From an optimization exercise on the open Yosys and OpenROAD flow, aimed at small area and a short achievable clock period; shortcuts taken in it are not production practice.
The RTL was checked by simulation tests, not by an equivalence proof against the original design.
The clock port is modelled as an ideal driver, which makes a skipped or thinned clock tree look cheaper than it is; a real chip needs a root buffer or a tree.
Power and IR drop assume default switching activity.

## hb_task_queue_top
module hb_task_queue_top (
    input  logic        clk,
    input  logic        reset,             
    input  logic        push_req,
    input  logic [31:0] data_in,
    input  logic        pop_req,
    output logic        full,
    output logic        valid_out,
    output logic [31:0] data_out,
    input  logic        consumer_ready,
    output logic        dist_out_valid,
    output logic [31:0] dist_out_data,
    output logic [1:0]  grant_out,
    output logic [1:0]  served_bank
);
Size: roughly 110 I/O pins.
==> flow/config.mk <==
export PLATFORM = sky130hd
export DESIGN_NAME = hb_task_queue_top
export DESIGN_NICKNAME = hb_task_queue_top
export VERILOG_FILES = /design/flow/design.v
export SDC_FILE = /design/flow/constraint.sdc
export NUM_CORES = 4
export LEC_CHECK = 0
export CAP_MARGIN = 20
export CORE_MARGIN = 2
export CORE_UTILIZATION = 70
export PLACE_DENSITY = 0.8
export SETUP_SLACK_MARGIN = 1.9
export SLEW_MARGIN = 20
export SYNTH_HIERARCHICAL = 1
export SYNTH_MINIMUM_KEEP_SIZE = 0
==> flow/constraint.sdc <==
create_clock -name core_clock -period 3.6 [get_ports {clk}]
set_input_delay 0.7200 -clock core_clock [delete_from_list [all_inputs] [get_ports {clk}]]
set_output_delay 0.7200 -clock core_clock [all_outputs]
set_load 0.01 [all_outputs]
standard.sh (not shown) runs the stock make flow with config.mk's settings and CLKGATE_MAP_FILE= SYNTH_SCRIPT=/design/flow/synth_recipe.tcl, a recipe that flattens the netlist after the stock synthesis.
==> flow/flow/run.sh <==
#!/bin/bash
# Own layout flow: the standard ORFS flow, with two changes:
#  - the clock tree is built by flow/pre_cts.tcl (two inverter levels) in
#    place of TritonCTS;
#  - every port gets a buf_1 as its port buffer.
# Each ORFS step writes its full log under orfs/logs/; make's own output goes
# to flow_make.log in the work folder.
set -euo pipefail
W=$(pwd)
bash standard.sh \
  PRE_CTS_TCL="$W/flow/pre_cts.tcl" \
  BUFFER_PORTS_ARGS="-buffer_cell sky130_fd_sc_hd__buf_1" \
  finish > "$W/flow_make.log" 2>&1
==> flow/flow/pre_cts.tcl <==
# Sourced by ORFS's cts.tcl before clock tree synthesis (PRE_CTS_TCL).
# Replaces TritonCTS with a two-level tree built by manual_cts: four root
# inverters on the clock port, each driving a group of leaf inverters, each
# leaf inverter driving a compact cluster of about 18 flip-flops. Two
# single-stage inverter levels instead of TritonCTS's three buffer levels:
# the clock arrives at every register earlier, with the same small skew.
source [file join [file dirname [info script]] mtree.tcl]

rename clock_tree_synthesis tritoncts_clock_tree_synthesis
proc clock_tree_synthesis {args} {
  set n [llength [[[ord::get_db_block] findNet clk] getITerms]]
  set nleaf [expr {max(4, ($n + 17) / 18)}]
  manual_cts 4 $nleaf sky130_fd_sc_hd__inv_16 sky130_fd_sc_hd__inv_8
  set_propagated_clock [all_clocks]
}
Other scripts of this flow, unchanged in this note and not shown: flow/flow/mtree.tcl
The baseline ran to the end with no violations.
Edit:
--- a/flow/config.mk
+++ b/flow/config.mk
@@ -9,4 +9,4 @@
 export CORE_MARGIN = 2
-export CORE_UTILIZATION = 70
-export PLACE_DENSITY = 0.8
+export CORE_UTILIZATION = 60
+export PLACE_DENSITY = 0.72
 export SETUP_SLACK_MARGIN = 1.9
The new run completed without violations.
Global-route usage came out lower by 3.1 points.
Combinational power is about the same.
Total power barely changes.
Cell count came out higher by 4.2%.
Edit:
--- a/flow/flow/run.sh
+++ b/flow/flow/run.sh
@@ -4,3 +4,3 @@
 #    place of TritonCTS;
-#  - every port gets a buf_1 as its port buffer.
+#  - every port gets a buf_2 as its port buffer.
 # Each ORFS step writes its full log under orfs/logs/; make's own output goes
@@ -11,3 +11,3 @@
   PRE_CTS_TCL="$W/flow/pre_cts.tcl" \
-  BUFFER_PORTS_ARGS="-buffer_cell sky130_fd_sc_hd__buf_1" \
+  BUFFER_PORTS_ARGS="-buffer_cell sky130_fd_sc_hd__buf_2" \
   finish > "$W/flow_make.log" 2>&1
--- a/flow/flow/pre_cts.tcl
+++ b/flow/flow/pre_cts.tcl
@@ -3,3 +3,3 @@
 # inverters on the clock port, each driving a group of leaf inverters, each
-# leaf inverter driving a compact cluster of about 18 flip-flops. Two
+# leaf inverter driving a compact cluster of about 24 flip-flops. Two
 # single-stage inverter levels instead of TritonCTS's three buffer levels:
@@ -11,4 +11,4 @@
   set n [llength [[[ord::get_db_block] findNet clk] getITerms]]
-  set nleaf [expr {max(4, ($n + 17) / 18)}]
-  manual_cts 4 $nleaf sky130_fd_sc_hd__inv_16 sky130_fd_sc_hd__inv_8
+  set nleaf [expr {max(4, ($n + 23) / 24)}]
+  manual_cts 4 $nleaf sky130_fd_sc_hd__inv_16 sky130_fd_sc_hd__inv_16
   set_propagated_clock [all_clocks]
--- a/flow/config.mk
+++ b/flow/config.mk
@@ -11,3 +11,3 @@
 export PLACE_DENSITY = 0.72
-export SETUP_SLACK_MARGIN = 1.9
+export SETUP_SLACK_MARGIN = 1.95
 export SLEW_MARGIN = 20
The new run went through all stages and came out clean.
Critical path depth is lower by 1.
Area after synthesis does not change.
Die area is unchanged.
Setup slack barely changes.
Fmax hardly moves.
First-iteration DRC count is higher by 13%.
Via count is higher by 2.2%.
Cell count is higher by 1.1%.
Clock skew is higher by 0.0084 ns.
Edit:
--- a/flow/config.mk
+++ b/flow/config.mk
@@ -11,3 +11,3 @@
 export PLACE_DENSITY = 0.72
-export SETUP_SLACK_MARGIN = 1.95
+export SETUP_SLACK_MARGIN = 2.05
 export SLEW_MARGIN = 20
Outcome:
- The changed run completed with no timing, DRC or antenna violations
- worst setup slack gains 0.012 ns
- design area came out higher by a few percent
- via count came out higher slightly
- maximum frequency came out higher slightly
- synthesized cell count stays the same
- cell count came out higher slightly
- die area is unchanged
- core utilization came out higher by 2.4 points
Edit:
--- a/flow/flow/run.sh
+++ b/flow/flow/run.sh
@@ -4,3 +4,3 @@
 #    place of TritonCTS;
-#  - every port gets a buf_2 as its port buffer.
+#  - every port gets a buf_1 as its port buffer.
 # Each ORFS step writes its full log under orfs/logs/; make's own output goes
@@ -11,3 +11,3 @@
   PRE_CTS_TCL="$W/flow/pre_cts.tcl" \
-  BUFFER_PORTS_ARGS="-buffer_cell sky130_fd_sc_hd__buf_2" \
+  BUFFER_PORTS_ARGS="-buffer_cell sky130_fd_sc_hd__buf_1" \
   finish > "$W/flow_make.log" 2>&1
--- a/flow/flow/pre_cts.tcl
+++ b/flow/flow/pre_cts.tcl
@@ -3,3 +3,3 @@
 # inverters on the clock port, each driving a group of leaf inverters, each
-# leaf inverter driving a compact cluster of about 24 flip-flops. Two
+# leaf inverter driving a compact cluster of about 18 flip-flops. Two
 # single-stage inverter levels instead of TritonCTS's three buffer levels:
@@ -11,4 +11,4 @@
   set n [llength [[[ord::get_db_block] findNet clk] getITerms]]
-  set nleaf [expr {max(4, ($n + 23) / 24)}]
-  manual_cts 4 $nleaf sky130_fd_sc_hd__inv_16 sky130_fd_sc_hd__inv_16
+  set nleaf [expr {max(4, ($n + 17) / 18)}]
+  manual_cts 4 $nleaf sky130_fd_sc_hd__inv_16 sky130_fd_sc_hd__inv_8
   set_propagated_clock [all_clocks]
--- a/flow/config.mk
+++ b/flow/config.mk
@@ -15 +15,2 @@
 export SYNTH_MINIMUM_KEEP_SIZE = 0
+export TNS_END_PERCENT = 0
Result: Global-route usage increases by 0.10 points. Worst hold slack improved by 0.016 ns. Sequential share of layout area rose by 4.2 points. Routed wire length shrinks by a few percent. Sequential cell count does not change. Worst setup slack got worse by 0.082 ns. Via count drops by a few percent. First-iteration DRC count shrinks by roughly a tenth. Total power fell by a few percent. Final cell count fell slightly.
Edit:
--- a/flow/flow/run.sh
+++ b/flow/flow/run.sh
@@ -4,3 +4,3 @@
 #    place of TritonCTS;
-#  - every port gets a buf_1 as its port buffer.
+#  - every port gets a buf_2 as its port buffer.
 # Each ORFS step writes its full log under orfs/logs/; make's own output goes
@@ -11,3 +11,3 @@
   PRE_CTS_TCL="$W/flow/pre_cts.tcl" \
-  BUFFER_PORTS_ARGS="-buffer_cell sky130_fd_sc_hd__buf_1" \
+  BUFFER_PORTS_ARGS="-buffer_cell sky130_fd_sc_hd__buf_2" \
   finish > "$W/flow_make.log" 2>&1
--- a/flow/flow/pre_cts.tcl
+++ b/flow/flow/pre_cts.tcl
@@ -3,3 +3,3 @@
 # inverters on the clock port, each driving a group of leaf inverters, each
-# leaf inverter driving a compact cluster of about 18 flip-flops. Two
+# leaf inverter driving a compact cluster of about 24 flip-flops. Two
 # single-stage inverter levels instead of TritonCTS's three buffer levels:
@@ -11,4 +11,4 @@
   set n [llength [[[ord::get_db_block] findNet clk] getITerms]]
-  set nleaf [expr {max(4, ($n + 17) / 18)}]
-  manual_cts 4 $nleaf sky130_fd_sc_hd__inv_16 sky130_fd_sc_hd__inv_8
+  set nleaf [expr {max(4, ($n + 23) / 24)}]
+  manual_cts 4 $nleaf sky130_fd_sc_hd__inv_16 sky130_fd_sc_hd__inv_16
   set_propagated_clock [all_clocks]
--- a/flow/config.mk
+++ b/flow/config.mk
@@ -11,3 +11,3 @@
 export PLACE_DENSITY = 0.72
-export SETUP_SLACK_MARGIN = 2.05
+export SETUP_SLACK_MARGIN = 1.9
 export SLEW_MARGIN = 20
@@ -15,2 +15 @@
 export SYNTH_MINIMUM_KEEP_SIZE = 0
-export TNS_END_PERCENT = 0
=>
- core utilization hardly moves
- routed wire length decreases by 2.2%
- final area hardly moves
- via count decreases by 1.1%
- area after synthesis stays the same
- sequential cell count stays the same
- global-route usage decreases by 0.73 points
- setup slack is better by 0.092 ns
- sequential power is about the same
- synthesized cell count is unchanged
No run of this note takes its clock network from TritonCTS; it comes from the design's own scripts or RTL.

==> re-timing with driven ports <==
In the flow no input, the clock included, has a driving cell. The finished layouts below were timed again as built, in two steps. Step 1 sets driving cells, clkbuf_16 on the clock port and buf_2 on the other inputs (assumed; they add their load-dependent delay and slew). Step 2, shift: input delay + t, output delay - t, t = (earliest + latest rising clock arrival at the registers) / 2. This alone moves slack from input paths to output paths. Three values: ideal ports, drivers, drivers and shift; two values: the first two.
| run | shift t [ns] | setup WS [ns] | worst setup path after step 2 | latest minus earliest clock arrival (ns) | worst data-port slew with drivers (ns) |
|---|---|---|---|---|---|
| the first run | 0.384 | 1.860 / 1.828 / 1.635 | input to register | 0.024 / 0.024 | 0.06 |
| the second run | 0.385 | 1.906 / 1.730 / 1.684 | input to register | 0.015 / 0.015 | 0.07 |
| the third run | 0.410 | 1.906 / 1.776 / 1.663 | input to register | 0.028 / 0.028 | 0.07 |
| the fourth run | 0.413 | 1.919 / 1.812 / 1.679 | input to register | 0.027 / 0.027 | 0.06 |
| the fifth run | 0.376 | 1.836 / 1.743 / 1.645 | input to register | 0.026 / 0.025 | 0.05 |
| the sixth run | 0.412 | 1.928 / 1.765 / 1.669 | input to register | 0.032 / 0.033 | 0.06 |
After both steps setup and hold are still met in every run listed. The setup slack of the sixth run, which loses most, moves by -0.163 ns with the drivers and by -0.259 ns with both steps.
